Context: an optimization exercise on an open-source flow, tuned for small area, a short achievable clock period and few clock cycles per item. The choices shown serve that exercise and are no tape-out recipe.
Function was checked by simulation only, so behaviour that the tests miss may differ from the original.

==> design.v <==
`timescale 1ns / 1ps
module reg_shift
    #(parameter WIDTH = 16,
      parameter SIZE = 32)
      (input   logic   signed     [WIDTH-1:0] sh_in,
       input   logic   [SIZE-1:0][WIDTH-1:0] p_in,
       output  logic   signed     [WIDTH-1:0] sh_out,
       output  logic   [SIZE-1:0][WIDTH-1:0] p_out,
       input   logic   unsigned   sh_en,
       input   logic   unsigned   pi_en,
       input   logic   unsigned   rst,
       input   logic   unsigned   clk
      );
    localparam [WIDTH-1:0] RESET_VAL = 'd0;
    logic   [SIZE-1:0][WIDTH-1:0] internal_data;
    always_ff @(posedge(clk) or posedge(rst)) begin : SEQ
        integer idx;
        if(rst == 1'b1) begin
           for (idx = 0; idx < SIZE; idx++) begin
              internal_data[idx] <= RESET_VAL;
           end
       end else begin
           if(pi_en == 1'b1) begin
               for (idx = 0; idx < SIZE; idx++) begin
                  internal_data[idx] <= p_in[idx];
               end
           end else if(sh_en == 1'b1) begin
               internal_data[SIZE-1] <= sh_in;
               for(idx = 1; idx < SIZE; idx++) begin
                   internal_data[SIZE-1-idx] <= internal_data[SIZE-idx];
               end
           end
       end 
    end
    assign sh_out = internal_data[0];
    assign p_out = internal_data;
endmodule
`timescale 1ns / 1ps
module mul_fix
    #(parameter w=4)
    (input   logic   signed  [w-1:0]   a,
     input   logic   signed  [w-1:0]   b,
     output  logic   signed  [w-1:0]   o
    );
    localparam  ARG_WIDTH = w;
    localparam  MUL_WIDTH = w*2-1;
    always_comb begin : COMB
        logic   signed  [MUL_WIDTH-1:0]   buffer;
        buffer  =  a*b;
        o = buffer[MUL_WIDTH-1:ARG_WIDTH-1];
    end
endmodule
`timescale 1ns / 1ps
module add_fix
    #(parameter w=4)
    (input   logic   signed  [w-1:0]   a,
     input   logic   signed  [w-1:0]   b,
     output  logic   signed  [w-1:0]   o
    );
    localparam logic signed [w*2-1:0] MIN_EXT = -(2**(w-1)) + 1;
    localparam logic signed [w*2-1:0] MAX_EXT = (2**(w-1)) - 1;
    localparam logic signed [w-1:0]   MIN_V   = -(2**(w-1)) + 1;
    localparam logic signed [w-1:0]   MAX_V   = (2**(w-1)) - 1;
    always_comb begin : COMB
        logic   signed  [w*2-1:0]   buffer;
        logic   signed  [w-1:0]   result;
        buffer  =  a+b;
        if(buffer < MIN_EXT) begin
            result = MIN_V;
        end else if(buffer > MAX_EXT) begin
            result = MAX_V;
        end else begin
            result = buffer;
        end
        o = result;
    end
endmodule
`timescale 1ns / 1ps
module mac_fix
    #(parameter w=4)
    (input   logic   clk,
     input   logic   en,
     input   logic   rst,
     input   logic   clr,
     input   logic   signed  [w-1:0]   x,
     input   logic   signed  [w-1:0]   c,
     output  logic   signed  [w-1:0]   o
    );
logic   signed  [w-1:0]   mem;
logic   signed  [w-1:0]   U0_o;
mul_fix     #(.w(w)) U0(.a(x),
           .b(c),
           .o(U0_o));
logic   signed  [w-1:0]   U1_o;
add_fix     #(.w(w)) U1(.a(mem),
           .b(U0_o),
           .o(U1_o));
always_ff @(posedge(clk) or posedge(rst)) begin : SEQ
    if( rst == 1'b1) begin
        mem <= 'd0;
    end else begin
        if(clr == 1'b1) begin
            mem <= 'd0;
        end else  if(en == 1'b1) begin
            mem <= U1_o;
        end else begin
            mem <= mem;
        end
    end
end
assign o = mem;
endmodule
`timescale 1ns / 1ps
module scaler_mul_fix
    #(parameter WIDTH = 16,
      parameter SCALE = 2)
    (input  logic   signed  [WIDTH-1:0] in,
     output logic   signed  [WIDTH-1:0] out
    );
    localparam IN_MSB_IDX = WIDTH-1;
    localparam SHAMT = $clog2(SCALE);
    localparam IN_LSB_IDX = ((IN_MSB_IDX - SHAMT) < 0) ? 0 : (IN_MSB_IDX - SHAMT);
    localparam logic signed [WIDTH-1:0] MAX_POS = (2**(WIDTH-1)) - 1;
    logic   signed  [WIDTH-1:0] sig_out;
    always_comb begin : COMB
        automatic logic unsigned [WIDTH-1:0] tmp;
        if ( in == 0 ) begin
            sig_out = in;
        end else begin
            if ( in[IN_MSB_IDX] == 1'b1) begin
                tmp = -in;
            end else begin
                tmp = in;
            end
           if ((WIDTH-1) <= SHAMT) begin
               if (tmp == 0) begin
                   tmp = 0;
               end else begin
                   tmp = MAX_POS;
               end
           end else if ( tmp[IN_MSB_IDX:IN_LSB_IDX] == 0) begin
               tmp = tmp << SHAMT;
           end else begin
               tmp = MAX_POS;
           end
           if (tmp == 0 || in[IN_MSB_IDX] == 1'b0) begin
                tmp = tmp;  
           end else begin  
                tmp = -tmp;
           end
           sig_out = tmp;
        end
    end
    assign out = sig_out;
endmodule
`timescale 1ns / 1ps
module scaler_div_fix
    #(parameter WIDTH = 16,
      parameter SCALE = 2)
    (input  logic   signed  [WIDTH-1:0] in,
     output logic   signed  [WIDTH-1:0] out
    );
    localparam IN_MSB_IDX = WIDTH-1;
    localparam SHAMT = $clog2(SCALE);
    localparam logic signed [WIDTH-1:0] MAX_POS = (2**(WIDTH-1)) - 1;
    logic   signed  [WIDTH-1:0] sig_out;
    always_comb begin : COMB
        automatic logic unsigned [WIDTH-1:0] tmp;
        if ( in == 0 ) begin
            sig_out = in;
        end else begin
            if ( in[IN_MSB_IDX] == 1'b1) begin
                tmp = -in;
            end else begin
                tmp = in;
            end
            if(((WIDTH-1) <= SHAMT)) begin
                if (tmp == 0) begin
                    tmp = 0;
                end else begin
                    tmp = 1;
                end
            end else begin
                tmp = tmp >> SHAMT;
                if(tmp == 0) begin
                    tmp = 1;
                end
            end
            if (in[IN_MSB_IDX] == 1'b0) begin
                tmp = tmp;  
            end else begin  
                tmp = -tmp;
            end
            sig_out = tmp;
        end
    end
    assign out = sig_out;
endmodule
`timescale 1ns / 1ps
module relu_fix
    #(WIDTH = 16)
    (input  logic   signed  [WIDTH-1:0] in,
     output logic   signed  [WIDTH-1:0] out
    );
    localparam [WIDTH-1:0] ZERO_VAL = 'd0;
    logic   signed  [WIDTH-1:0] sig_out;
    always_comb begin : COMB
        if(in[WIDTH-1] == 1'b0) begin
            sig_out = in;
        end else begin
            sig_out = ZERO_VAL;
        end
    end
    assign out = sig_out;
endmodule
`timescale 1ns / 1ps
module sm_relu
    #(parameter DATA_WIDTH = 8,
      parameter ADDR_WIDTH = 16,
      parameter ADDR_BASE_A = 0,
      parameter ADDR_BASE_W = 0,
      parameter ADDR_BASE_REG = 0)
    (input  logic   clk,
     input  logic   rst,
     input  logic                                   start,
     input  logic                                   reset,
     output logic   unsigned                        done,
     output logic   unsigned    [ADDR_WIDTH-1:0]    mem_addr,
     output logic   unsigned    [2:0]               r_sh_en,
     input  logic                                   arg_zero,
     output logic   unsigned    [1:0]               mac_en,
     output logic   unsigned    [1:0]               mac_clr);
    typedef enum integer {
                SI_IDLE          = 0,
                S1_L1_LD_A       = 1,
                S2_L1_LD_W       = 2,
                S3_L1_MAC_CYCLE  = 3,
                S4_L2_LA_W       = 4,
                S5_L2_MAC_CYCLE  = 5,
                S6_FINISHED      = 6
               } state_t;
    localparam  L1_NEURON_COUNT = 25;
    localparam  L2_NEURON_COUNT = 10;
    localparam  L1_A_COUNT = 401;
    localparam  L2_A_COUNT = 26;
    state_t state;
    integer a_counter;
    integer w_counter;
    logic   unsigned    [ADDR_WIDTH-1:0]     a_addr_offset;
    logic   unsigned    [ADDR_WIDTH-1:0]     w_addr_offset;
    state_t state_next;
    integer a_counter_next;
    integer w_counter_next;
    logic   unsigned    [ADDR_WIDTH-1:0]     a_addr_offset_next;
    logic   unsigned    [ADDR_WIDTH-1:0]     w_addr_offset_next;
    always_ff @(posedge(clk) or posedge(rst)) begin: SM_SEQ
        if(rst == 1'b1) begin
            a_counter <= 0;
            a_addr_offset <= 0;
            w_counter <= 0;
            w_addr_offset <= 0;
            state <= SI_IDLE;
        end else begin
            a_counter <= a_counter_next;
            a_addr_offset <= a_addr_offset_next;
            w_counter <= w_counter_next;
            w_addr_offset <= w_addr_offset_next;
            state <= state_next;
        end
    end
    always_comb begin: SM_NEXT
        a_counter_next = a_counter;
        w_counter_next = w_counter;
        a_addr_offset_next = a_addr_offset;
        w_addr_offset_next = w_addr_offset;
        state_next = state;
        case(state)
            SI_IDLE: begin
                if(start == 1'b1) begin
                   a_counter_next = 0;
                   w_counter_next = 0;
                   a_addr_offset_next = 0;
                   w_addr_offset_next = 0;
                   state_next = S1_L1_LD_A;
                end else begin 
                   state_next = SI_IDLE;
                end
            end
            S1_L1_LD_A: begin
                a_counter_next = a_counter + 1;
                a_addr_offset_next = a_addr_offset + 1;
                w_counter_next = 0;
                if(a_counter < L1_A_COUNT) begin
                    state_next = S2_L1_LD_W;
                end else begin
                    state_next = S4_L2_LA_W;
                    a_counter_next = 0;
                end
            end
            S2_L1_LD_W: begin
                if(arg_zero == 1'b1) begin
                    w_counter_next = w_counter + L1_NEURON_COUNT;
                    w_addr_offset_next = w_addr_offset_next + L1_NEURON_COUNT;
                    state_next = S1_L1_LD_A;
                end else if(w_counter < L1_NEURON_COUNT) begin
                    w_counter_next = w_counter + 1;
                    w_addr_offset_next = w_addr_offset + 1;
                    state_next = S2_L1_LD_W;
                end else begin
                    state_next = S3_L1_MAC_CYCLE;
                end
            end
            S3_L1_MAC_CYCLE: begin
                state_next = S1_L1_LD_A;
            end
            S4_L2_LA_W: begin
                if(w_counter < L2_NEURON_COUNT) begin
                    w_counter_next = w_counter + 1;
                    w_addr_offset_next = w_addr_offset + 1;
                    state_next = S4_L2_LA_W;
                end else begin
                    state_next = S5_L2_MAC_CYCLE;
                end
            end
            S5_L2_MAC_CYCLE: begin
                a_counter_next = a_counter + 1;
                if(a_counter_next < L2_A_COUNT) begin
                    w_counter_next = 0;
                    state_next = S4_L2_LA_W;
                end else begin
                    state_next = S6_FINISHED;
                end
            end
            S6_FINISHED: begin
                if(reset == 1'b0) begin
                    state_next = S6_FINISHED;
                end else begin
                    state_next = SI_IDLE;
                end
            end
        endcase
    end
    always_comb begin: SM_OUT
        done = 1'b0;
        mem_addr = {ADDR_WIDTH{1'b0}};
        r_sh_en = 3'b000;
        mac_en = 2'b00;
        mac_clr = 2'b00;
        case(state)
            SI_IDLE: begin
                mac_clr = 2'b11;
            end
            S1_L1_LD_A: begin
                mem_addr = ADDR_BASE_A + a_addr_offset;
                r_sh_en = 3'b001;
            end
            S2_L1_LD_W: begin
                mem_addr = ADDR_BASE_W + w_addr_offset;
                if(w_counter < L1_NEURON_COUNT) begin
                    r_sh_en = 3'b010;
                end
            end
            S3_L1_MAC_CYCLE: begin
                mac_en = 2'b01;
            end
            S4_L2_LA_W: begin
                mem_addr = ADDR_BASE_W + w_addr_offset;
                if(w_counter < L2_NEURON_COUNT) begin
                    r_sh_en = 3'b100;
                end
            end
            S5_L2_MAC_CYCLE: begin
                    mac_en = 2'b10;
                    mem_addr = ADDR_BASE_REG + a_counter;
            end
            S6_FINISHED: begin
                done = 1'b1;
            end
        endcase
    end
endmodule
`timescale 1ns / 1ps
module datapath_relu_fix
    #(parameter WIDTH=8,
      parameter ADDR_WIDTH = 16,
      parameter SM1_SCALE = 1,
      parameter SD1_SCALE = 1,
      parameter SM2_SCALE = 1,
      parameter L2_ONE_BIAS_VAL = 0)
    (input  logic   clk,
     input  logic   rst,
     input  logic   signed      [WIDTH-1:0]         mem_data,
     input  logic   unsigned    [ADDR_WIDTH-1:0]    l2_src_addr,
     input  logic   unsigned    [2:0]               r_sh_en,
     input  logic   unsigned    [1:0]               mac_en,
     input  logic   unsigned    [1:0]               mac_clr,
     output logic                                   arg_zero,
     output logic   [9:0][WIDTH-1:0]                out);
    logic   [0:0][WIDTH-1:0] R_ARG_p_out;
    reg_shift   #(.WIDTH(WIDTH),
                  .SIZE(1))
    R_ARG   (.sh_in(mem_data),
             .p_out(R_ARG_p_out),
             .p_in(R_ARG_p_out),
             .pi_en(1'b0),
             .sh_en(r_sh_en[0]),
             .rst(rst),
             .clk(clk));
    assign arg_zero = R_ARG_p_out[0] == 0;
    logic   [24:0][WIDTH-1:0] R1_p_out;
    reg_shift   #(.WIDTH(WIDTH),
                  .SIZE(25))
    R1  (.sh_in(mem_data),
         .p_out(R1_p_out),
         .p_in(R1_p_out),
         .pi_en(1'b0),
         .sh_en(r_sh_en[1]),
         .rst(rst),
         .clk(clk));
    logic   [24:0][WIDTH-1:0] M1_o;
    logic   [24:0][WIDTH-1:0] SM1_out;
    logic   [24:0][WIDTH-1:0] RELU1_out;
    logic   [24:0][WIDTH-1:0] SD1_out;
    generate begin : GEN_L1
        genvar gi;
        for(gi = 0; gi<25; gi=gi+1) begin
            mac_fix #(.w(WIDTH))
            MAC (.clk(clk),
                 .en(mac_en[0]),
                 .rst(rst),
                 .clr(mac_clr[0]),
                 .x(R_ARG_p_out[0]),
                 .c(R1_p_out[gi]),
                 .o(M1_o[gi]));
            scaler_mul_fix  #(.WIDTH(WIDTH),
                              .SCALE(SM1_SCALE))
            SCALER_MUL (.in(M1_o[gi]),
                 .out(SM1_out[gi]));
            relu_fix  #(.WIDTH(WIDTH))
            RELU (.in(SM1_out[gi]),
                 .out(RELU1_out[gi]));
            scaler_div_fix  #(.WIDTH(WIDTH),
                              .SCALE(SD1_SCALE))
            SCALER_DIV (.in(RELU1_out[gi]),
                 .out(SD1_out[gi]));
        end
    end
    endgenerate
    logic   [9:0][WIDTH-1:0] R2_p_out;
    reg_shift   #(.WIDTH(WIDTH),
                  .SIZE(10))
    R2  (.sh_in(mem_data),
         .p_out(R2_p_out),
         .p_in(R2_p_out),
         .pi_en(1'b0),
         .sh_en(r_sh_en[2]),
         .rst(rst),
         .clk(clk));
    logic   signed  [WIDTH-1:0] mac2_a;
    always_comb begin : MAC2_INPUT
        if(l2_src_addr == 0) begin
            mac2_a = L2_ONE_BIAS_VAL;
        end else if(l2_src_addr > 25) begin
            mac2_a = 0;
        end else begin
            mac2_a = SD1_out[l2_src_addr-1];
        end 
    end
    logic   [9:0][WIDTH-1:0] M2_o;
    logic   [9:0][WIDTH-1:0] SM2_out;
    logic   [9:0][WIDTH-1:0] RELU2_out;
    logic   [9:0][WIDTH-1:0] SD2_out;
    generate begin : GEN_L2
        genvar gi;
        for(gi = 0; gi<10; gi=gi+1)begin
            mac_fix #(.w(WIDTH))
            MAC    (.clk(clk),
                 .en(mac_en[1]),
                 .rst(rst),
                 .clr(mac_clr[1]),
                 .x(mac2_a),
                 .c(R2_p_out[gi]),
                 .o(M2_o[gi]));
            scaler_mul_fix  #(.WIDTH(WIDTH),
                              .SCALE(SM2_SCALE))
            SCALER_MUL    (.in(M2_o[gi]),
                 .out(SM2_out[gi]));
            relu_fix  #(.WIDTH(WIDTH))
            RELU    (.in(SM2_out[gi]),
                 .out(out[gi]));
        end
    end
    endgenerate
 endmodule
`timescale 1ns / 1ps
module dnn_relu_fix
    #(parameter DATA_WIDTH = 8,
      parameter ADDR_WIDTH = 16,
      parameter ADDR_BASE_A = 0,
      parameter ADDR_BASE_W = 0,
      parameter SM1_SCALE = 1,
      parameter SD1_SCALE = 1,
      parameter SM2_SCALE = 1,
      parameter L2_ONE_BIAS_VAL = 0)
     (input     logic   clk,
      input     logic   rst,
      input     logic   start,
      input     logic   reset,
      output    logic   done,
      output    logic   unsigned    [ADDR_WIDTH-1:0]    mem_addr,
      input     logic   signed      [DATA_WIDTH-1:0]    mem_data,
      output    logic   [9:0][DATA_WIDTH-1:0]    out);
    localparam ADDR_BASE_REG = 0;
    logic   unsigned    [ADDR_WIDTH-1:0]    SM_mem_addr;
    logic   unsigned    [2:0]               SM_r_sh_en;
    logic   unsigned    [1:0]               SM_mac_en;
    logic   unsigned    [1:0]               SM_mac_clr;
    logic                                   D_PATH_arg_zero;
    sm_relu #(.DATA_WIDTH(DATA_WIDTH),
              .ADDR_WIDTH(ADDR_WIDTH),
              .ADDR_BASE_A(ADDR_BASE_A),
              .ADDR_BASE_W(ADDR_BASE_W),
              .ADDR_BASE_REG(ADDR_BASE_REG))
        SM (.clk(clk),
            .rst(rst),
            .start(start),
            .reset(reset),
            .done(done),
            .mem_addr(SM_mem_addr),
            .r_sh_en(SM_r_sh_en),
            .arg_zero(D_PATH_arg_zero),
            .mac_en(SM_mac_en),
            .mac_clr(SM_mac_clr));
    assign mem_addr = SM_mem_addr;
    datapath_relu_fix   #(.WIDTH(DATA_WIDTH),
                          .ADDR_WIDTH(ADDR_WIDTH),
                          .SM1_SCALE(SM1_SCALE),
                          .SD1_SCALE(SD1_SCALE),
                          .SM2_SCALE(SM2_SCALE),
                          .L2_ONE_BIAS_VAL(L2_ONE_BIAS_VAL))
        D_PATH (.clk(clk),
                .rst(rst),
                .mem_data(mem_data),
                .l2_src_addr(SM_mem_addr),
                .r_sh_en(SM_r_sh_en),
                .arg_zero(D_PATH_arg_zero),
                .mac_en(SM_mac_en),
                .mac_clr(SM_mac_clr),
                .out(out));
 endmodule
`timescale 1ns / 1ps
module dnn_relu_fix12
     (input     logic                       clk,
      input     logic                       rst,
      input     logic                       start,
      input     logic                       reset,
      input     logic   signed      [11:0]  mem_data,
      output    logic   unsigned    [15:0]  mem_addr,
      output    logic                       done,
      output    logic               [119:0] out);
    localparam logic [15:0] BASE_W2 = 16'd10426;
    localparam logic [2:0] M_IDLE  = 3'd0,
                           M_L1A   = 3'd1,
                           M_L1W   = 3'd2,
                           M_BIAS  = 3'd3,
                           M_L2    = 3'd4,
                           M_FLUSH = 3'd5,
                           M_DONE  = 3'd6;
    function automatic logic signed [11:0] f_add(input logic signed [11:0] a,
                                                 input logic signed [11:0] b);
        logic signed [12:0] s;
        s = a + b;
        if (s < -13'sd2047)     f_add = -12'sd2047;
        else if (s > 13'sd2047) f_add = 12'sd2047;
        else                    f_add = s[11:0];
    endfunction
    function automatic logic [11:0] f_hid(input logic [11:0] v);
        if (v[11])              f_hid = 12'd0;
        else if (v[10] | v[9])  f_hid = 12'd1023;
        else                    f_hid = {v[10:0], 1'b0};
    endfunction
    function automatic logic [11:0] f_out(input logic [11:0] v);
        if (v[11])              f_out = 12'd0;
        else if (v[10:7] != 0)  f_out = 12'd2047;
        else                    f_out = {v[7:0], 4'b0};
    endfunction
    logic [2:0]  mode;
    logic [8:0]  n;         
    logic [13:0] wrow;      
    logic [4:0]  wcnt;      
    logic [4:0]  ph;        
    logic        clr;       
    logic [3:0]  kcnt;      
    logic [15:0] ma_q;      
    logic        start_q, reset_q;
    logic        wv_d, wv_m, wv_p;             
    logic        bv_d;                         
    logic        l2v_d, l2v_m, l2v_p;          
    logic        l2l_d, l2l_m, l2l_p;          
    logic signed [11:0] d_q;     
    logic signed [11:0] na;      
    logic signed [11:0] cur_a;   
    logic signed [11:0] p_q;     
    logic [24:0][11:0]  ring;
    logic [9:0][10:0]   ob;
    logic               ob_s;
    assign mem_addr = ma_q;
    always_comb begin : OUTW
        integer q;
        for (q = 0; q < 10; q = q + 1) out[12*q +: 12] = {1'b0, ob[q]};
    end
    wire        pend   = (n != 9'd0) && (na != 12'sd0);
    wire [4:0]  ph_inc = (ph == 5'd24) ? 5'd0 : ph + 5'd1;
    wire [4:0]  jn     = (ph >= 5'd21) ? ph - 5'd21 : ph + 5'd4;
    wire [15:0] waddr  = {2'b00, wrow} + {11'd0, jn};
    always_ff @(posedge clk or posedge rst) begin : CTRL
        if (rst) begin
            mode  <= M_IDLE;
            done  <= 1'b0;
            start_q <= 1'b0;
            reset_q <= 1'b0;
            wv_d  <= 1'b0;
            wv_m  <= 1'b0;
            wv_p  <= 1'b0;
            bv_d  <= 1'b0;
            l2v_d <= 1'b0;
            l2v_m <= 1'b0;
            l2v_p <= 1'b0;
            l2l_d <= 1'b0;
            l2l_m <= 1'b0;
            l2l_p <= 1'b0;
        end else begin
            start_q <= start;
            reset_q <= reset;
            if (reset) done <= 1'b0;
            wv_d  <= (mode == M_L1W);
            wv_m  <= wv_d;
            wv_p  <= wv_m;
            bv_d  <= (mode == M_BIAS) && (wcnt < 5'd10);
            l2v_d <= (mode == M_L2);
            l2v_m <= l2v_d;
            l2v_p <= l2v_m;
            l2l_d <= (mode == M_L2) && (ph == 5'd24);
            l2l_m <= l2l_d;
            l2l_p <= l2l_m;
            case (mode)
                M_IDLE:  if (start_q) mode <= M_L1A;
                M_L1A:   if (pend) mode <= M_L1W;
                         else if (n == 9'd401) mode <= M_BIAS;
                M_L1W:   if (wcnt == 5'd24) mode <= (n == 9'd401) ? M_BIAS : M_L1A;
                M_BIAS:  if (wcnt >= 5'd9 && ph == 5'd24) mode <= M_L2;
                M_L2:    if (ph == 5'd24 && kcnt == 4'd9) mode <= M_FLUSH;
                M_FLUSH: if (l2l_p) begin
                             mode <= M_DONE;
                             done <= 1'b1;
                         end
                M_DONE:  if (reset_q) mode <= M_IDLE;
                default: mode <= M_IDLE;
            endcase
        end
    end
    wire  [3:0]  k_next = (ph == 5'd24) ? kcnt + 4'd1 : kcnt;
    wire  [8:0]  l2_off = 9'd10 + {1'b0, ph_inc, 3'b0} + {3'b0, ph_inc, 1'b0} + {5'd0, k_next};
    wire  [8:0]  b_off  = (wcnt >= 5'd9) ? 9'd10 : {4'd0, wcnt + 5'd1};
    logic [15:0] a_next;
    always_comb begin : ANEXT
        a_next = 16'd0;
        case (mode)
            M_IDLE:  a_next = 16'd0;
            M_L1A:   if (pend)              a_next = waddr;
                     else if (n == 9'd401)  a_next = BASE_W2;
                     else                   a_next = {7'd0, n + 9'd1};
            M_L1W:   if (wcnt != 5'd24)     a_next = waddr;
                     else if (n == 9'd401)  a_next = BASE_W2;
                     else                   a_next = {7'd0, n + 9'd1};
            M_BIAS:  a_next = BASE_W2 + {7'd0, b_off};
            M_L2:    a_next = BASE_W2 + {7'd0, l2_off};
            default: ;
        endcase
    end
    always_ff @(posedge clk) begin : CNT
        ma_q <= a_next;
        ph <= ph_inc;
        if (ph == 5'd12) clr <= 1'b0;
        case (mode)
            M_IDLE: begin
                n      <= 9'd0;
                wrow   <= 14'd376;
                ph     <= 5'd13;
                clr    <= 1'b1;
            end
            M_L1A: begin
                wcnt <= 5'd0;
                if (!pend && n != 9'd401) begin
                    n      <= n + 9'd1;
                    wrow   <= wrow + 14'd25;
                end
            end
            M_L1W: begin
                wcnt <= wcnt + 5'd1;
                if (wcnt == 5'd24) begin
                    wcnt <= 5'd0;
                    if (n != 9'd401) begin
                        n      <= n + 9'd1;
                        wrow   <= wrow + 14'd25;
                    end
                end
            end
            M_BIAS: begin
                kcnt <= 4'd0;
                if (wcnt < 5'd10) wcnt <= wcnt + 5'd1;
            end
            M_L2: begin
                if (ph == 5'd24) kcnt <= kcnt + 4'd1;
            end
            default: ;
        endcase
    end
    wire pp0 = (cur_a[0] & d_q[0]);
    wire pp1 = (cur_a[1] & d_q[0]);
    wire pp2 = (cur_a[2] & d_q[0]);
    wire pp3 = (cur_a[3] & d_q[0]);
    wire pp4 = (cur_a[4] & d_q[0]);
    wire pp5 = (cur_a[5] & d_q[0]);
    wire pp6 = (cur_a[6] & d_q[0]);
    wire pp7 = (cur_a[7] & d_q[0]);
    wire pp8 = (cur_a[8] & d_q[0]);
    wire pp9 = (cur_a[9] & d_q[0]);
    wire pp10 = (cur_a[10] & d_q[0]);
    wire pp11 = ~(cur_a[11] & d_q[0]);
    wire pp12 = (cur_a[0] & d_q[1]);
    wire pp13 = (cur_a[1] & d_q[1]);
    wire pp14 = (cur_a[2] & d_q[1]);
    wire pp15 = (cur_a[3] & d_q[1]);
    wire pp16 = (cur_a[4] & d_q[1]);
    wire pp17 = (cur_a[5] & d_q[1]);
    wire pp18 = (cur_a[6] & d_q[1]);
    wire pp19 = (cur_a[7] & d_q[1]);
    wire pp20 = (cur_a[8] & d_q[1]);
    wire pp21 = (cur_a[9] & d_q[1]);
    wire pp22 = (cur_a[10] & d_q[1]);
    wire pp23 = ~(cur_a[11] & d_q[1]);
    wire pp24 = (cur_a[0] & d_q[2]);
    wire pp25 = (cur_a[1] & d_q[2]);
    wire pp26 = (cur_a[2] & d_q[2]);
    wire pp27 = (cur_a[3] & d_q[2]);
    wire pp28 = (cur_a[4] & d_q[2]);
    wire pp29 = (cur_a[5] & d_q[2]);
    wire pp30 = (cur_a[6] & d_q[2]);
    wire pp31 = (cur_a[7] & d_q[2]);
    wire pp32 = (cur_a[8] & d_q[2]);
    wire pp33 = (cur_a[9] & d_q[2]);
    wire pp34 = (cur_a[10] & d_q[2]);
    wire pp35 = ~(cur_a[11] & d_q[2]);
    wire pp36 = (cur_a[0] & d_q[3]);
    wire pp37 = (cur_a[1] & d_q[3]);
    wire pp38 = (cur_a[2] & d_q[3]);
    wire pp39 = (cur_a[3] & d_q[3]);
    wire pp40 = (cur_a[4] & d_q[3]);
    wire pp41 = (cur_a[5] & d_q[3]);
    wire pp42 = (cur_a[6] & d_q[3]);
    wire pp43 = (cur_a[7] & d_q[3]);
    wire pp44 = (cur_a[8] & d_q[3]);
    wire pp45 = (cur_a[9] & d_q[3]);
    wire pp46 = (cur_a[10] & d_q[3]);
    wire pp47 = ~(cur_a[11] & d_q[3]);
    wire pp48 = (cur_a[0] & d_q[4]);
    wire pp49 = (cur_a[1] & d_q[4]);
    wire pp50 = (cur_a[2] & d_q[4]);
    wire pp51 = (cur_a[3] & d_q[4]);
    wire pp52 = (cur_a[4] & d_q[4]);
    wire pp53 = (cur_a[5] & d_q[4]);
    wire pp54 = (cur_a[6] & d_q[4]);
    wire pp55 = (cur_a[7] & d_q[4]);
    wire pp56 = (cur_a[8] & d_q[4]);
    wire pp57 = (cur_a[9] & d_q[4]);
    wire pp58 = (cur_a[10] & d_q[4]);
    wire pp59 = ~(cur_a[11] & d_q[4]);
    wire pp60 = (cur_a[0] & d_q[5]);
    wire pp61 = (cur_a[1] & d_q[5]);
    wire pp62 = (cur_a[2] & d_q[5]);
    wire pp63 = (cur_a[3] & d_q[5]);
    wire pp64 = (cur_a[4] & d_q[5]);
    wire pp65 = (cur_a[5] & d_q[5]);
    wire pp66 = (cur_a[6] & d_q[5]);
    wire pp67 = (cur_a[7] & d_q[5]);
    wire pp68 = (cur_a[8] & d_q[5]);
    wire pp69 = (cur_a[9] & d_q[5]);
    wire pp70 = (cur_a[10] & d_q[5]);
    wire pp71 = ~(cur_a[11] & d_q[5]);
    wire pp72 = (cur_a[0] & d_q[6]);
    wire pp73 = (cur_a[1] & d_q[6]);
    wire pp74 = (cur_a[2] & d_q[6]);
    wire pp75 = (cur_a[3] & d_q[6]);
    wire pp76 = (cur_a[4] & d_q[6]);
    wire pp77 = (cur_a[5] & d_q[6]);
    wire pp78 = (cur_a[6] & d_q[6]);
    wire pp79 = (cur_a[7] & d_q[6]);
    wire pp80 = (cur_a[8] & d_q[6]);
    wire pp81 = (cur_a[9] & d_q[6]);
    wire pp82 = (cur_a[10] & d_q[6]);
    wire pp83 = ~(cur_a[11] & d_q[6]);
    wire pp84 = (cur_a[0] & d_q[7]);
    wire pp85 = (cur_a[1] & d_q[7]);
    wire pp86 = (cur_a[2] & d_q[7]);
    wire pp87 = (cur_a[3] & d_q[7]);
    wire pp88 = (cur_a[4] & d_q[7]);
    wire pp89 = (cur_a[5] & d_q[7]);
    wire pp90 = (cur_a[6] & d_q[7]);
    wire pp91 = (cur_a[7] & d_q[7]);
    wire pp92 = (cur_a[8] & d_q[7]);
    wire pp93 = (cur_a[9] & d_q[7]);
    wire pp94 = (cur_a[10] & d_q[7]);
    wire pp95 = ~(cur_a[11] & d_q[7]);
    wire pp96 = (cur_a[0] & d_q[8]);
    wire pp97 = (cur_a[1] & d_q[8]);
    wire pp98 = (cur_a[2] & d_q[8]);
    wire pp99 = (cur_a[3] & d_q[8]);
    wire pp100 = (cur_a[4] & d_q[8]);
    wire pp101 = (cur_a[5] & d_q[8]);
    wire pp102 = (cur_a[6] & d_q[8]);
    wire pp103 = (cur_a[7] & d_q[8]);
    wire pp104 = (cur_a[8] & d_q[8]);
    wire pp105 = (cur_a[9] & d_q[8]);
    wire pp106 = (cur_a[10] & d_q[8]);
    wire pp107 = ~(cur_a[11] & d_q[8]);
    wire pp108 = (cur_a[0] & d_q[9]);
    wire pp109 = (cur_a[1] & d_q[9]);
    wire pp110 = (cur_a[2] & d_q[9]);
    wire pp111 = (cur_a[3] & d_q[9]);
    wire pp112 = (cur_a[4] & d_q[9]);
    wire pp113 = (cur_a[5] & d_q[9]);
    wire pp114 = (cur_a[6] & d_q[9]);
    wire pp115 = (cur_a[7] & d_q[9]);
    wire pp116 = (cur_a[8] & d_q[9]);
    wire pp117 = (cur_a[9] & d_q[9]);
    wire pp118 = (cur_a[10] & d_q[9]);
    wire pp119 = ~(cur_a[11] & d_q[9]);
    wire pp120 = (cur_a[0] & d_q[10]);
    wire pp121 = (cur_a[1] & d_q[10]);
    wire pp122 = (cur_a[2] & d_q[10]);
    wire pp123 = (cur_a[3] & d_q[10]);
    wire pp124 = (cur_a[4] & d_q[10]);
    wire pp125 = (cur_a[5] & d_q[10]);
    wire pp126 = (cur_a[6] & d_q[10]);
    wire pp127 = (cur_a[7] & d_q[10]);
    wire pp128 = (cur_a[8] & d_q[10]);
    wire pp129 = (cur_a[9] & d_q[10]);
    wire pp130 = (cur_a[10] & d_q[10]);
    wire pp131 = ~(cur_a[11] & d_q[10]);
    wire pp132 = ~(cur_a[0] & d_q[11]);
    wire pp133 = ~(cur_a[1] & d_q[11]);
    wire pp134 = ~(cur_a[2] & d_q[11]);
    wire pp135 = ~(cur_a[3] & d_q[11]);
    wire pp136 = ~(cur_a[4] & d_q[11]);
    wire pp137 = ~(cur_a[5] & d_q[11]);
    wire pp138 = ~(cur_a[6] & d_q[11]);
    wire pp139 = ~(cur_a[7] & d_q[11]);
    wire pp140 = ~(cur_a[8] & d_q[11]);
    wire pp141 = ~(cur_a[9] & d_q[11]);
    wire pp142 = ~(cur_a[10] & d_q[11]);
    wire pp143 = (cur_a[11] & d_q[11]);
    wire t0 = pp1 ^ pp12;
    wire t1 = pp1 & pp12;
    wire t2 = pp2 ^ pp13 ^ pp24;
    wire t3 = (pp2 & pp13) | (pp2 & pp24) | (pp13 & pp24);
    wire t4 = pp3 ^ pp14 ^ pp25;
    wire t5 = (pp3 & pp14) | (pp3 & pp25) | (pp14 & pp25);
    wire t6 = pp4 ^ pp15 ^ pp26;
    wire t7 = (pp4 & pp15) | (pp4 & pp26) | (pp15 & pp26);
    wire t8 = pp37 ^ pp48;
    wire t9 = pp37 & pp48;
    wire t10 = pp5 ^ pp16 ^ pp27;
    wire t11 = (pp5 & pp16) | (pp5 & pp27) | (pp16 & pp27);
    wire t12 = pp38 ^ pp49 ^ pp60;
    wire t13 = (pp38 & pp49) | (pp38 & pp60) | (pp49 & pp60);
    wire t14 = pp6 ^ pp17 ^ pp28;
    wire t15 = (pp6 & pp17) | (pp6 & pp28) | (pp17 & pp28);
    wire t16 = pp39 ^ pp50 ^ pp61;
    wire t17 = (pp39 & pp50) | (pp39 & pp61) | (pp50 & pp61);
    wire t18 = pp7 ^ pp18 ^ pp29;
    wire t19 = (pp7 & pp18) | (pp7 & pp29) | (pp18 & pp29);
    wire t20 = pp40 ^ pp51 ^ pp62;
    wire t21 = (pp40 & pp51) | (pp40 & pp62) | (pp51 & pp62);
    wire t22 = pp73 ^ pp84;
    wire t23 = pp73 & pp84;
    wire t24 = pp8 ^ pp19 ^ pp30;
    wire t25 = (pp8 & pp19) | (pp8 & pp30) | (pp19 & pp30);
    wire t26 = pp41 ^ pp52 ^ pp63;
    wire t27 = (pp41 & pp52) | (pp41 & pp63) | (pp52 & pp63);
    wire t28 = pp74 ^ pp85 ^ pp96;
    wire t29 = (pp74 & pp85) | (pp74 & pp96) | (pp85 & pp96);
    wire t30 = pp9 ^ pp20 ^ pp31;
    wire t31 = (pp9 & pp20) | (pp9 & pp31) | (pp20 & pp31);
    wire t32 = pp42 ^ pp53 ^ pp64;
    wire t33 = (pp42 & pp53) | (pp42 & pp64) | (pp53 & pp64);
    wire t34 = pp75 ^ pp86 ^ pp97;
    wire t35 = (pp75 & pp86) | (pp75 & pp97) | (pp86 & pp97);
    wire t36 = pp10 ^ pp21 ^ pp32;
    wire t37 = (pp10 & pp21) | (pp10 & pp32) | (pp21 & pp32);
    wire t38 = pp43 ^ pp54 ^ pp65;
    wire t39 = (pp43 & pp54) | (pp43 & pp65) | (pp54 & pp65);
    wire t40 = pp76 ^ pp87 ^ pp98;
    wire t41 = (pp76 & pp87) | (pp76 & pp98) | (pp87 & pp98);
    wire t42 = pp109 ^ pp120;
    wire t43 = pp109 & pp120;
    wire t44 = pp11 ^ pp22 ^ pp33;
    wire t45 = (pp11 & pp22) | (pp11 & pp33) | (pp22 & pp33);
    wire t46 = pp44 ^ pp55 ^ pp66;
    wire t47 = (pp44 & pp55) | (pp44 & pp66) | (pp55 & pp66);
    wire t48 = pp77 ^ pp88 ^ pp99;
    wire t49 = (pp77 & pp88) | (pp77 & pp99) | (pp88 & pp99);
    wire t50 = pp110 ^ pp121 ^ pp132;
    wire t51 = (pp110 & pp121) | (pp110 & pp132) | (pp121 & pp132);
    wire t52 = pp23 ^ pp34 ^ pp45;
    wire t53 = (pp23 & pp34) | (pp23 & pp45) | (pp34 & pp45);
    wire t54 = pp56 ^ pp67 ^ pp78;
    wire t55 = (pp56 & pp67) | (pp56 & pp78) | (pp67 & pp78);
    wire t56 = pp89 ^ pp100 ^ pp111;
    wire t57 = (pp89 & pp100) | (pp89 & pp111) | (pp100 & pp111);
    wire t58 = pp122 ^ pp133 ^ 1'b1;
    wire t59 = (pp122 & pp133) | (pp122 & 1'b1) | (pp133 & 1'b1);
    wire t60 = pp35 ^ pp46 ^ pp57;
    wire t61 = (pp35 & pp46) | (pp35 & pp57) | (pp46 & pp57);
    wire t62 = pp68 ^ pp79 ^ pp90;
    wire t63 = (pp68 & pp79) | (pp68 & pp90) | (pp79 & pp90);
    wire t64 = pp101 ^ pp112 ^ pp123;
    wire t65 = (pp101 & pp112) | (pp101 & pp123) | (pp112 & pp123);
    wire t66 = pp47 ^ pp58 ^ pp69;
    wire t67 = (pp47 & pp58) | (pp47 & pp69) | (pp58 & pp69);
    wire t68 = pp80 ^ pp91 ^ pp102;
    wire t69 = (pp80 & pp91) | (pp80 & pp102) | (pp91 & pp102);
    wire t70 = pp113 ^ pp124 ^ pp135;
    wire t71 = (pp113 & pp124) | (pp113 & pp135) | (pp124 & pp135);
    wire t72 = pp59 ^ pp70 ^ pp81;
    wire t73 = (pp59 & pp70) | (pp59 & pp81) | (pp70 & pp81);
    wire t74 = pp92 ^ pp103 ^ pp114;
    wire t75 = (pp92 & pp103) | (pp92 & pp114) | (pp103 & pp114);
    wire t76 = pp71 ^ pp82 ^ pp93;
    wire t77 = (pp71 & pp82) | (pp71 & pp93) | (pp82 & pp93);
    wire t78 = pp104 ^ pp115 ^ pp126;
    wire t79 = (pp104 & pp115) | (pp104 & pp126) | (pp115 & pp126);
    wire t80 = pp83 ^ pp94 ^ pp105;
    wire t81 = (pp83 & pp94) | (pp83 & pp105) | (pp94 & pp105);
    wire t82 = pp116 ^ pp127 ^ pp138;
    wire t83 = (pp116 & pp127) | (pp116 & pp138) | (pp127 & pp138);
    wire t84 = pp95 ^ pp106 ^ pp117;
    wire t85 = (pp95 & pp106) | (pp95 & pp117) | (pp106 & pp117);
    wire t86 = pp107 ^ pp118 ^ pp129;
    wire t87 = (pp107 & pp118) | (pp107 & pp129) | (pp118 & pp129);
    wire t88 = pp119 ^ pp130 ^ pp141;
    wire t89 = (pp119 & pp130) | (pp119 & pp141) | (pp130 & pp141);
    wire t90 = t1 ^ t2;
    wire t91 = t1 & t2;
    wire t92 = t3 ^ t4 ^ pp36;
    wire t93 = (t3 & t4) | (t3 & pp36) | (t4 & pp36);
    wire t94 = t5 ^ t6 ^ t8;
    wire t95 = (t5 & t6) | (t5 & t8) | (t6 & t8);
    wire t96 = t7 ^ t9 ^ t10;
    wire t97 = (t7 & t9) | (t7 & t10) | (t9 & t10);
    wire t98 = t11 ^ t13 ^ t14;
    wire t99 = (t11 & t13) | (t11 & t14) | (t13 & t14);
    wire t100 = t16 ^ pp72;
    wire t101 = t16 & pp72;
    wire t102 = t15 ^ t17 ^ t18;
    wire t103 = (t15 & t17) | (t15 & t18) | (t17 & t18);
    wire t104 = t20 ^ t22;
    wire t105 = t20 & t22;
    wire t106 = t19 ^ t21 ^ t23;
    wire t107 = (t19 & t21) | (t19 & t23) | (t21 & t23);
    wire t108 = t24 ^ t26 ^ t28;
    wire t109 = (t24 & t26) | (t24 & t28) | (t26 & t28);
    wire t110 = t25 ^ t27 ^ t29;
    wire t111 = (t25 & t27) | (t25 & t29) | (t27 & t29);
    wire t112 = t30 ^ t32 ^ t34;
    wire t113 = (t30 & t32) | (t30 & t34) | (t32 & t34);
    wire t114 = t31 ^ t33 ^ t35;
    wire t115 = (t31 & t33) | (t31 & t35) | (t33 & t35);
    wire t116 = t36 ^ t38 ^ t40;
    wire t117 = (t36 & t38) | (t36 & t40) | (t38 & t40);
    wire t118 = t37 ^ t39 ^ t41;
    wire t119 = (t37 & t39) | (t37 & t41) | (t39 & t41);
    wire t120 = t43 ^ t44 ^ t46;
    wire t121 = (t43 & t44) | (t43 & t46) | (t44 & t46);
    wire t122 = t45 ^ t47 ^ t49;
    wire t123 = (t45 & t47) | (t45 & t49) | (t47 & t49);
    wire t124 = t51 ^ t52 ^ t54;
    wire t125 = (t51 & t52) | (t51 & t54) | (t52 & t54);
    wire t126 = t53 ^ t55 ^ t57;
    wire t127 = (t53 & t55) | (t53 & t57) | (t55 & t57);
    wire t128 = t59 ^ t60 ^ t62;
    wire t129 = (t59 & t60) | (t59 & t62) | (t60 & t62);
    wire t130 = t61 ^ t63 ^ t65;
    wire t131 = (t61 & t63) | (t61 & t65) | (t63 & t65);
    wire t132 = t66 ^ t68 ^ t70;
    wire t133 = (t66 & t68) | (t66 & t70) | (t68 & t70);
    wire t134 = t67 ^ t69 ^ t71;
    wire t135 = (t67 & t69) | (t67 & t71) | (t69 & t71);
    wire t136 = t72 ^ t74 ^ pp125;
    wire t137 = (t72 & t74) | (t72 & pp125) | (t74 & pp125);
    wire t138 = t73 ^ t75 ^ t76;
    wire t139 = (t73 & t75) | (t73 & t76) | (t75 & t76);
    wire t140 = t77 ^ t79 ^ t80;
    wire t141 = (t77 & t79) | (t77 & t80) | (t79 & t80);
    wire t142 = t81 ^ t83 ^ t84;
    wire t143 = (t81 & t83) | (t81 & t84) | (t83 & t84);
    wire t144 = t85 ^ t86 ^ pp140;
    wire t145 = (t85 & t86) | (t85 & pp140) | (t86 & pp140);
    wire t146 = t89 ^ pp131 ^ pp142;
    wire t147 = (t89 & pp131) | (t89 & pp142) | (pp131 & pp142);
    wire t148 = t91 ^ t92;
    wire t149 = t91 & t92;
    wire t150 = t93 ^ t94;
    wire t151 = t93 & t94;
    wire t152 = t95 ^ t96 ^ t12;
    wire t153 = (t95 & t96) | (t95 & t12) | (t96 & t12);
    wire t154 = t97 ^ t98 ^ t100;
    wire t155 = (t97 & t98) | (t97 & t100) | (t98 & t100);
    wire t156 = t99 ^ t101 ^ t102;
    wire t157 = (t99 & t101) | (t99 & t102) | (t101 & t102);
    wire t158 = t103 ^ t105 ^ t106;
    wire t159 = (t103 & t105) | (t103 & t106) | (t105 & t106);
    wire t160 = t107 ^ t109 ^ t110;
    wire t161 = (t107 & t109) | (t107 & t110) | (t109 & t110);
    wire t162 = t112 ^ pp108;
    wire t163 = t112 & pp108;
    wire t164 = t111 ^ t113 ^ t114;
    wire t165 = (t111 & t113) | (t111 & t114) | (t113 & t114);
    wire t166 = t116 ^ t42;
    wire t167 = t116 & t42;
    wire t168 = t115 ^ t117 ^ t118;
    wire t169 = (t115 & t117) | (t115 & t118) | (t117 & t118);
    wire t170 = t120 ^ t48 ^ t50;
    wire t171 = (t120 & t48) | (t120 & t50) | (t48 & t50);
    wire t172 = t119 ^ t121 ^ t122;
    wire t173 = (t119 & t121) | (t119 & t122) | (t121 & t122);
    wire t174 = t124 ^ t56 ^ t58;
    wire t175 = (t124 & t56) | (t124 & t58) | (t56 & t58);
    wire t176 = t123 ^ t125 ^ t126;
    wire t177 = (t123 & t125) | (t123 & t126) | (t125 & t126);
    wire t178 = t128 ^ t64 ^ pp134;
    wire t179 = (t128 & t64) | (t128 & pp134) | (t64 & pp134);
    wire t180 = t127 ^ t129 ^ t130;
    wire t181 = (t127 & t129) | (t127 & t130) | (t129 & t130);
    wire t182 = t131 ^ t133 ^ t134;
    wire t183 = (t131 & t133) | (t131 & t134) | (t133 & t134);
    wire t184 = t135 ^ t137 ^ t138;
    wire t185 = (t135 & t137) | (t135 & t138) | (t137 & t138);
    wire t186 = t139 ^ t140 ^ t82;
    wire t187 = (t139 & t140) | (t139 & t82) | (t140 & t82);
    wire t188 = t141 ^ t142 ^ pp128;
    wire t189 = (t141 & t142) | (t141 & pp128) | (t142 & pp128);
    wire t190 = t145 ^ t87 ^ t88;
    wire t191 = (t145 & t87) | (t145 & t88) | (t87 & t88);
    wire t192 = t149 ^ t150;
    wire t193 = t149 & t150;
    wire t194 = t151 ^ t152;
    wire t195 = t151 & t152;
    wire t196 = t153 ^ t154;
    wire t197 = t153 & t154;
    wire t198 = t155 ^ t156 ^ t104;
    wire t199 = (t155 & t156) | (t155 & t104) | (t156 & t104);
    wire t200 = t157 ^ t158 ^ t108;
    wire t201 = (t157 & t158) | (t157 & t108) | (t158 & t108);
    wire t202 = t159 ^ t160 ^ t162;
    wire t203 = (t159 & t160) | (t159 & t162) | (t160 & t162);
    wire t204 = t161 ^ t163 ^ t164;
    wire t205 = (t161 & t163) | (t161 & t164) | (t163 & t164);
    wire t206 = t165 ^ t167 ^ t168;
    wire t207 = (t165 & t167) | (t165 & t168) | (t167 & t168);
    wire t208 = t169 ^ t171 ^ t172;
    wire t209 = (t169 & t171) | (t169 & t172) | (t171 & t172);
    wire t210 = t173 ^ t175 ^ t176;
    wire t211 = (t173 & t175) | (t173 & t176) | (t175 & t176);
    wire t212 = t177 ^ t179 ^ t180;
    wire t213 = (t177 & t179) | (t177 & t180) | (t179 & t180);
    wire t214 = t181 ^ t182 ^ t136;
    wire t215 = (t181 & t182) | (t181 & t136) | (t182 & t136);
    wire t216 = t183 ^ t184 ^ t78;
    wire t217 = (t183 & t184) | (t183 & t78) | (t184 & t78);
    wire t218 = t187 ^ t188 ^ pp139;
    wire t219 = (t187 & t188) | (t187 & pp139) | (t188 & pp139);
    wire t220 = t189 ^ t143 ^ t144;
    wire t221 = (t189 & t143) | (t189 & t144) | (t143 & t144);
    wire t222 = t193 ^ t194;
    wire t223 = t193 & t194;
    wire t224 = t195 ^ t196;
    wire t225 = t195 & t196;
    wire t226 = t197 ^ t198;
    wire t227 = t197 & t198;
    wire t228 = t199 ^ t200;
    wire t229 = t199 & t200;
    wire t230 = t201 ^ t202;
    wire t231 = t201 & t202;
    wire t232 = t203 ^ t204 ^ t166;
    wire t233 = (t203 & t204) | (t203 & t166) | (t204 & t166);
    wire t234 = t205 ^ t206 ^ t170;
    wire t235 = (t205 & t206) | (t205 & t170) | (t206 & t170);
    wire t236 = t207 ^ t208 ^ t174;
    wire t237 = (t207 & t208) | (t207 & t174) | (t208 & t174);
    wire t238 = t209 ^ t210 ^ t178;
    wire t239 = (t209 & t210) | (t209 & t178) | (t210 & t178);
    wire t240 = t211 ^ t212 ^ t132;
    wire t241 = (t211 & t212) | (t211 & t132) | (t212 & t132);
    wire t242 = t213 ^ t214 ^ pp136;
    wire t243 = (t213 & t214) | (t213 & pp136) | (t214 & pp136);
    wire t244 = t215 ^ t216 ^ pp137;
    wire t245 = (t215 & t216) | (t215 & pp137) | (t216 & pp137);
    wire t246 = t217 ^ t185 ^ t186;
    wire t247 = (t217 & t185) | (t217 & t186) | (t185 & t186);
    wire [22:0] red_s = {t147, t191, t221, t219, t247, t245, t243, t241, t239, t237, t235, t233, t231, t229, t227, t225, t223, t222, t192, t148, t90, t0, pp0};
    wire [22:0] red_c = {pp143, t146, t190, t220, t218, t246, t244, t242, t240, t238, t236, t234, t232, t230, t228, t226, t224, 1'b0, 1'b0, 1'b0, 1'b0, 1'b0, 1'b0};
    logic [22:0] m_a, m_b;
    wire  [22:0] m_sum = m_a + m_b;
    wire signed [11:0] head = ring[0];
    wire signed [11:0] ring_in = f_add(clr ? 12'sd0 : head, wv_p ? p_q : 12'sd0);
    wire signed [11:0] ob_sum = f_add({ob_s, ob[0]}, p_q);
    wire signed [12:0] ob_raw = {ob_s, ob_s, ob[0]} + {p_q[11], p_q};
    wire        [10:0] ob_res = ob_raw[12] ? 11'd0 :
                                (ob_raw[11:7] != 5'd0) ? 11'd2047 : {ob_raw[6:0], 4'b0};
    always_ff @(posedge clk) begin : DP
        d_q <= mem_data;
        if (mode == M_L1A) na <= mem_data;
        if (mode == M_L1A && pend) cur_a <= na;
        else if (mode == M_L2) cur_a <= f_hid(head);
        m_a  <= red_s;
        m_b  <= red_c;
        p_q  <= m_sum[22:11];
        ring[23:0] <= ring[24:1];
        ring[24]   <= ring_in;
        if (bv_d) begin
            ob[8:0] <= ob[9:1];
            ob_s    <= ob[1][10];
            ob[9]   <= d_q[11:1];
        end else if (l2v_p && l2l_p) begin
            ob[8:0] <= ob[9:1];
            ob_s    <= ob[1][10];
            ob[9]   <= ob_res;
        end else if (l2v_p) begin
            {ob_s, ob[0]} <= ob_sum;
        end
    end
endmodule
==> flow/run.sh <==
#!/bin/bash
set -euo pipefail
export BUFFER_PORTS_ARGS="-buffer_cell sky130_fd_sc_hd__buf_2"
export CTS_ARGS="-sink_clustering_enable -repair_clock_nets -sink_clustering_size 24 -sink_clustering_max_diameter 100 -dont_use_dummy_load"
bash standard.sh finish > flow_make.log 2>&1
==> standard.sh <==
#!/bin/bash
# synth_recipe.tcl (not shown) runs the flow's synth.tcl, then flattens the netlist and writes it again
# the make line also repeats each setting of config.mk as NAME=value (left out here)
make -C /OpenROAD-flow-scripts/flow DESIGN_CONFIG=/design/flow/config.mk WORK_HOME=/design/flow/orfs CLKGATE_MAP_FILE= SYNTH_SCRIPT=/design/flow/synth_recipe.tcl "${@:-finish}"
==> config.mk <==
export PLATFORM = sky130hd
export DESIGN_NAME = dnn_relu_fix12
export DESIGN_NICKNAME = dnn_relu_fix12
export VERILOG_FILES = /design/flow/design.v
export SDC_FILE = /design/flow/constraint.sdc
export NUM_CORES = 4
export LEC_CHECK = 0
export CAP_MARGIN = 20
export CORE_MARGIN = 2
export CORE_UTILIZATION = 70
export CTS_CLUSTER_DIAMETER = 100
export CTS_CLUSTER_SIZE = 24
export SLEW_MARGIN = 20
==> constraint.sdc <==
create_clock -name core_clock -period 14.0 [get_ports {clk}]
set_input_delay 2.8000 -clock core_clock [delete_from_list [all_inputs] [get_ports {clk}]]
set_output_delay 2.8000 -clock core_clock [all_outputs]
set_load 0.01 [all_outputs]
==> impl_metrics.toml, run 1 <==
[timing]
tightest_slew_ps = 985
slew_headroom_pct = 34.2
final_hold_viol_count = 0
setup_violations = 0
fin_worst_skew_ps = 21.9
period_needed_ps = 4020
fmax_mhz = 248
fin_setup_tns_ps = 0
fin_crit_sh_pct = 28.7
maxSlewViolCount = 0
final.setup.worst_slack_ps = 9980
whs_ps = 310
rsz0062_at_grt = "no"

[critical_path]
rr_startpoint = "ph[3]"
cp-end-kind = "output pin"
worst-endpoint-required_ps = 11200
r2r_cells = 15
path_delay_family = "flip-flops"
slowest_delay_ps = 480
cp_slowest_cell = "edfxtp_1"
arrival_ps = 1220
start_kind = "flop"
timing.rr.end = "ma_q[6]"
cp_max_fo = 3
worst-setup-path-type = "flop to output pin"
path_cells = "buf_2"
regToRegSetupSlack_ps = 10300
path_buf_inv = 1

[synth]
synth_fa_ha_area_share_pct = 15.4
synth-main-ff-cell = "dfxtp_1"
synth_top_family_by_area = "adder cells"
synth-edff-count = 167
syn_avg_cell_area_um2 = 12.6
seq_area_frac_synth_pct = 61.1
yosysUniqueCellTypes = 77
muxShareOfSynthArea_pct = 0.147
ys_ff_latch = 562
synth-async-reset-ratio_pct = 2.85
ys_warn_count = 1
synth_cells = 1686
syn_area_um2 = 21300
synth-simple-area-share_pct = 10.7
synth_xor_area_share_pct = 2.80
synth_compound_area_share_pct = 6.16

[clock_tree]
clockRootBuffer = "clkbuf_16"
clock_latency_ps = 570
cts_max_path_buffers = 3
cts_sinks = 562
cts_repair_resize_count = 0
cts_tree = "yes"
clk_pin_slew_ps = 90
holdBufCountCts = 0
htreeDepth = 1
cts_buffers = 27
postCtsSetupBuffers = 0

[final_layout]
nets = 2019
final_common_cell = "dfxtp_1"
area_growth_pct = 7.84
num_antenna_cells = 0
drive_gt1_share_pct = 10.9
final_util_pct = 77.0
fillerInstances = 1849
layout_common_cells = "379 x dfxtp_1, 167 x edfxtp_1, 141 x buf_2"

[route]
postRouteAntennaNets = 0
post_drt_wl_per_cell_um = 18.9
drt_pass1_iterations = 5
first_iter_violations = 984
viasPerCell = 5.59
num_vias = 12300
routed_wirelength_mm = 41.4
drc = 0

[global_route]
antenna_found_initial = 1
grt_usage_pct = 26.5
grt_pass1_vias = 12300
grt_first_pass_wirelength_mm = 64.9
gr-total-overflow = 0
grt_max_degree = 77

[place]
portBuffers = 141
dpl_worst_slack_ps = 10100
dpl.hpwl_mm = 30.2
place_congestion = 0.909

[floorplanning]
die_y_um = 178
initial_core_util_pct = 71.4
ios = 153
dieArea_um2 = 31800
fp.dieW_um = 178
core_um2 = 29800
std_cell_rows = 63

[hold_path]
min_from = "ring[160]"
worstHoldPathCells = 0
hp-class = "flop to flop"
holdPathEnd = "ring[148]"

[run_status]
status = "no timing/DRC/antenna violations"

[run]
maxCapViolations = 0
==> logic make-up after synthesis <==
logic type,count (synthesis)
compound gates,204
buf+inv,197
xor+xnor,68
other cells,1
simple gates,454
fa+ha+maj,197
flops,562
mux,3
==> worst max-delay path by stage <==
stage                     startpoint  endpoint  slack (ps)  depth (start not counted)
after detailed placement       ob[0]   ob[100]       10100                         10
after CTS                      ob[1]    out[1]        9960                          1
after floorplan                 bv_d     ob[9]        9760                          4
final                          ob[1]    out[1]        9980                          1
after global routing           ob[1]    out[1]        9920                          1
after global placement        p_q[0]    ob[99]       10210                         10
==> cell type report <==
class / instances / area (µm²) / share of cell area, %
clock buffer: 27 / 676 / 2.94
inverter: 134 / 505 / 2.20
multi-input combinational: 937 / 7540 / 32.9
sequential: 562 / 13000 / 56.7
tap: 390 / 488 / 2.13
timing repair buffer: 145 / 736 / 3.21
==> cells in the mapped netlist (3+ instances only) <==
master | number | area (µm²)
nand4_1 | 11 | 68.8
or2_2 | 10 | 62.6
buf_4 | 12 | 90.1
inv_1 | 133 | 499
o22ai_1 | 6 | 37.5
o221ai_1 | 4 | 35.0
a222oi_1 | 3 | 30.0
edfxtp_1 | 167 | 5010
a21o_1 | 13 | 97.6
a21oi_1 | 67 | 335
nand3_1 | 24 | 120
nor3_1 | 18 | 90.1
o211ai_1 | 4 | 30.0
and3_1 | 8 | 50.1
o21ai_0 | 51 | 255
nor3b_1 | 7 | 52.6
xnor2_1 | 42 | 368
dfxtp_1 | 379 | 7590
nand2b_1 | 9 | 56.3
o21a_1 | 14 | 105
clkbuf_1 | 45 | 169
xor2_1 | 26 | 228
o21bai_1 | 4 | 30.0
ha_1 | 87 | 1090
buf_2 | 4 | 20.0
dfrtp_1 | 16 | 400
and2_1 | 89 | 557
a31oi_1 | 5 | 31.3
nor2_1 | 88 | 330
nand2_1 | 134 | 503
nor2b_1 | 27 | 169
or3_1 | 10 | 62.6
o31ai_1 | 4 | 30.0
nor4_1 | 5 | 31.3
fa_1 | 109 | 2180
==> flip-flops by register name, indices dropped and copies added (netlist names), 9 cells and up <==
signal	flops
wrow	14
ma_q	15
p_q	12
na	12
ob	110
cur_a	12
m_b	17
ring	300
d_q	12
m_a	17
n	9
==> through the flow <==
step,area (µm²),cells
2_1_floorplan,21300,1696
3_3_place_gp,22300,2167
3_5_place_dp,22300,2168
4_1_cts,22900,2195
5_1_grt,23000,2195
6_report,23000,2195
==> metal layers <==
layer  share of wire (%)  global-route usage [%]  routed length, µm  vias up
li1                    -                       -                  -     5772
met1                  41                    35.4              16900     6002
met2                  50                    45.7              20700      420
met3                 6.7                    3.62               2770       86
met4                 2.7                    7.76               1130        0
met5                   0                       0                  0        -
Testbench counts, summed over its fixed seeds: cycles 146,314, items 48.
==> run 2, diff against run 1 <==
--- a/config.mk
+++ b/config.mk
@@ -7,7 +7,7 @@
 export LEC_CHECK = 0
 export CAP_MARGIN = 20
 export CORE_MARGIN = 2
-export CORE_UTILIZATION = 70
+export CORE_UTILIZATION = 80
 export CTS_CLUSTER_DIAMETER = 100
 export CTS_CLUSTER_SIZE = 24
 export SLEW_MARGIN = 20
==> run 2 against run 1 <==
Compared with the run above:
- sequential cell count unchanged
- count of clock-buffer cells in the layout did not move
- first-iteration DRC count increased by 65%
- setup slack worse by 430 ps
- highest routed layer unchanged
==> impl_metrics.toml, run 2 <==
[clock_tree]
cts_buffers = 27
cts_max_path_buffers = 3
clockRootBuffer = "clkbuf_16"
cts_repair_resize_count = 0
htreeDepth = 1
cts_sinks = 562
clock_latency_ps = 590
cts_tree = "yes"
postCtsSetupBuffers = 0
clk_pin_slew_ps = 100
holdBufCountCts = 0

[place]
dpl_worst_slack_ps = 10110
place_congestion = 0.895
portBuffers = 141
dpl.hpwl_mm = 33.3
placed_area_um2 = 22200

[route]
viasPerCell = 6.26
drt_pass1_iterations = 6
drc = 0
postRouteAntennaNets = 0
routed_wirelength_mm = 49.9
first_iter_violations = 1620
post_drt_wl_per_cell_um = 23.3
num_vias = 13400

[timing]
tightest_slew_ps = 1030
fin_setup_tns_ps = 0
slew_headroom_pct = 31.3
fin_worst_skew_ps = 51.1
final.setup.worst_slack_ps = 9550
setup_violations = 0
final_hold_viol_count = 0
fin_crit_sh_pct = 31.8
maxSlewViolCount = 0
rsz0062_at_grt = "no"
whs_ps = 304
period_needed_ps = 4450
fmax_mhz = 225

[global_route]
grtUsageMet3_pct = 7.11
grt_usage_pct = 36.2
grt_max_degree = 98
gr-total-overflow = 0
grt_pass1_vias = 13800
top_usage_layer = "met2"
grt_first_pass_wirelength_mm = 77.8
antenna_found_initial = 6
use_met1_pct = 43.5
met2_usage_pct = 62.6

[critical_path]
r2r_cells = 15
setup.worst_path.end = "ma_q[6]"
timing.rr.end = "ma_q[6]"
worst-setup-path-type = "flop to flop"
path_buf_inv = 2
regToRegSetupSlack_ps = 9550
cp.depth = 15
path_cells = "inv_1, ha_1, a21oi_1, nand2_1, and2_0, xnor2_1, ha_1, fa_1, a21o_1, a21oi_1, inv_1, a21oi_1, nor2b_1, xnor2_1, o221ai_1"
arrival_ps = 4900
cp-end-kind = "flop"
cp_slowest_cell = "a21oi_1"
path_delay_family = "compound AO/OA/AOI/OAI gates"
cp_max_fo = 5
worst-endpoint-required_ps = 14450
cp-startpoint = "ph[1]"
crit_top_cell = "a21oi_1"
start_kind = "flop"
slowest_delay_ps = 580
rr_startpoint = "ph[1]"

[floorplanning]
std_cell_rows = 59
dieArea_um2 = 27900
ios = 153
initial_core_util_pct = 81.7
core_um2 = 26100
die_y_um = 167
fp.dieW_um = 167

[final_layout]
final_cell_area_um2 = 22900
largest_register_ffs = 300
final_common_cell = "dfxtp_1"
final_util_pct = 87.8
reg_top3 = "ring: 300 flops, ob: 110 flops"
nets = 2018
layout_common_cells = "379 x dfxtp_1, 167 x edfxtp_1, 141 x buf_2"
drive_gt1_share_pct = 10.9
top_register = "ring"
area_growth_pct = 7.54

[synth]
synth_cells = 1686
syn_area_um2 = 21300
synth-main-ff-cell = "dfxtp_1"
synth_top_area_share_pct = 35.7
synthTopCellsByArea = "dfxtp_1 36%, edfxtp_1 24%, fa_1 10%"
synthTopCellsByCount = "379 x dfxtp_1, 167 x edfxtp_1, 134 x nand2_1"
syn_avg_cell_area_um2 = 12.6
seq_area_frac_synth_pct = 61.1
yosysMostFrequentCell = "dfxtp_1"
ys_warn_count = 1
yosysUniqueCellTypes = 77
synth_largest_area_cell = "dfxtp_1"
synth-edff-count = 167
synth-async-reset-ratio_pct = 2.85
ys_ff_latch = 562

[hold_path]
hp-class = "flop to flop"

[run_status]
status = "no timing/DRC/antenna violations"

[run]
maxCapViolations = 0
==> run 2: cell families (layout without fill, tap and decap cells) <==
logic type | after synthesis | after routing | synth area share (%)
AO/OA/AOI/OAI | 204 | 204 | 6.16
multiplexers | 3 | 3 | 0.147
AND/OR/NAND/NOR | 454 | 454 | 10.7
XOR/XNOR | 68 | 68 | 2.80
flip-flops | 562 | 562 | 61.1
adder cells (fa/ha/maj) | 197 | 197 | 15.4
other | 1 | 13 | 0.0176
buffers and inverters | 197 | 305 | 3.71
==> run 2: metrics by stage <==
stage	instances
final	2141
after global routing	2140
after CTS	2139
after detailed placement	2112
after global placement	2112
after floorplan	1696
==> run 2: metal layers <==
layer | vias up | share of wire [%]
met4 | 0 | 6.5
li1 | 5775 | -
met5 | - | 0
met2 | 924 | 50
met3 | 265 | 9.2
met1 | 6446 | 34
==> run 2: layout make-up <==
| type | instances | area [µm²] |
|---|---|---|
| clock buffer | 27 | 676 |
| fill | 1101 | 3170 |
| timing repair buffer | 144 | 732 |
| sequential | 562 | 13000 |
| multi-input combinational | 937 | 7550 |
| tap | 335 | 419 |
| inverter | 134 | 505 |
| antenna | 2 | 5.00 |
==> run 2: worst min path at each step <==
stage	from	end	cells past startpoint
2_1_floorplan	ring[12]	ring[0]	0
4_1_cts	ring[46]	ring[34]	0
3_3_place_gp	ring[159]	ring[147]	0
5_1_grt	ring[46]	ring[34]	0
3_5_place_dp	ring[286]	ring[274]	0
6_report	ring[46]	ring[34]	0

-- re-timing with driven ports --
How much do the figures lean on ideal ports? The routed layouts below were timed once more, with nothing changed but the port constraints.
Step 1 sets driving cells, clkbuf_16 on the clock port and buf_2 on the other inputs (assumed; they add their load-dependent delay and slew).
Step 2 also shifts input and output timing later by t, the mid clock arrival at the registers, as if the neighbouring blocks saw the same clock.
Slacks: ideal ports / drivers / drivers and shift; pairs: ideal ports / drivers.
| run | shift t [ns] | setup WS [ns] | pins driven straight from the clock port |
|---|---|---|---|
| run 1 | 0.615 | 9.975 / 9.922 / 10.297 | 1 |
| run 2 | 0.613 | 9.548 / 9.548 / 9.548 | 1 |
After both steps every run listed still meets setup and hold.
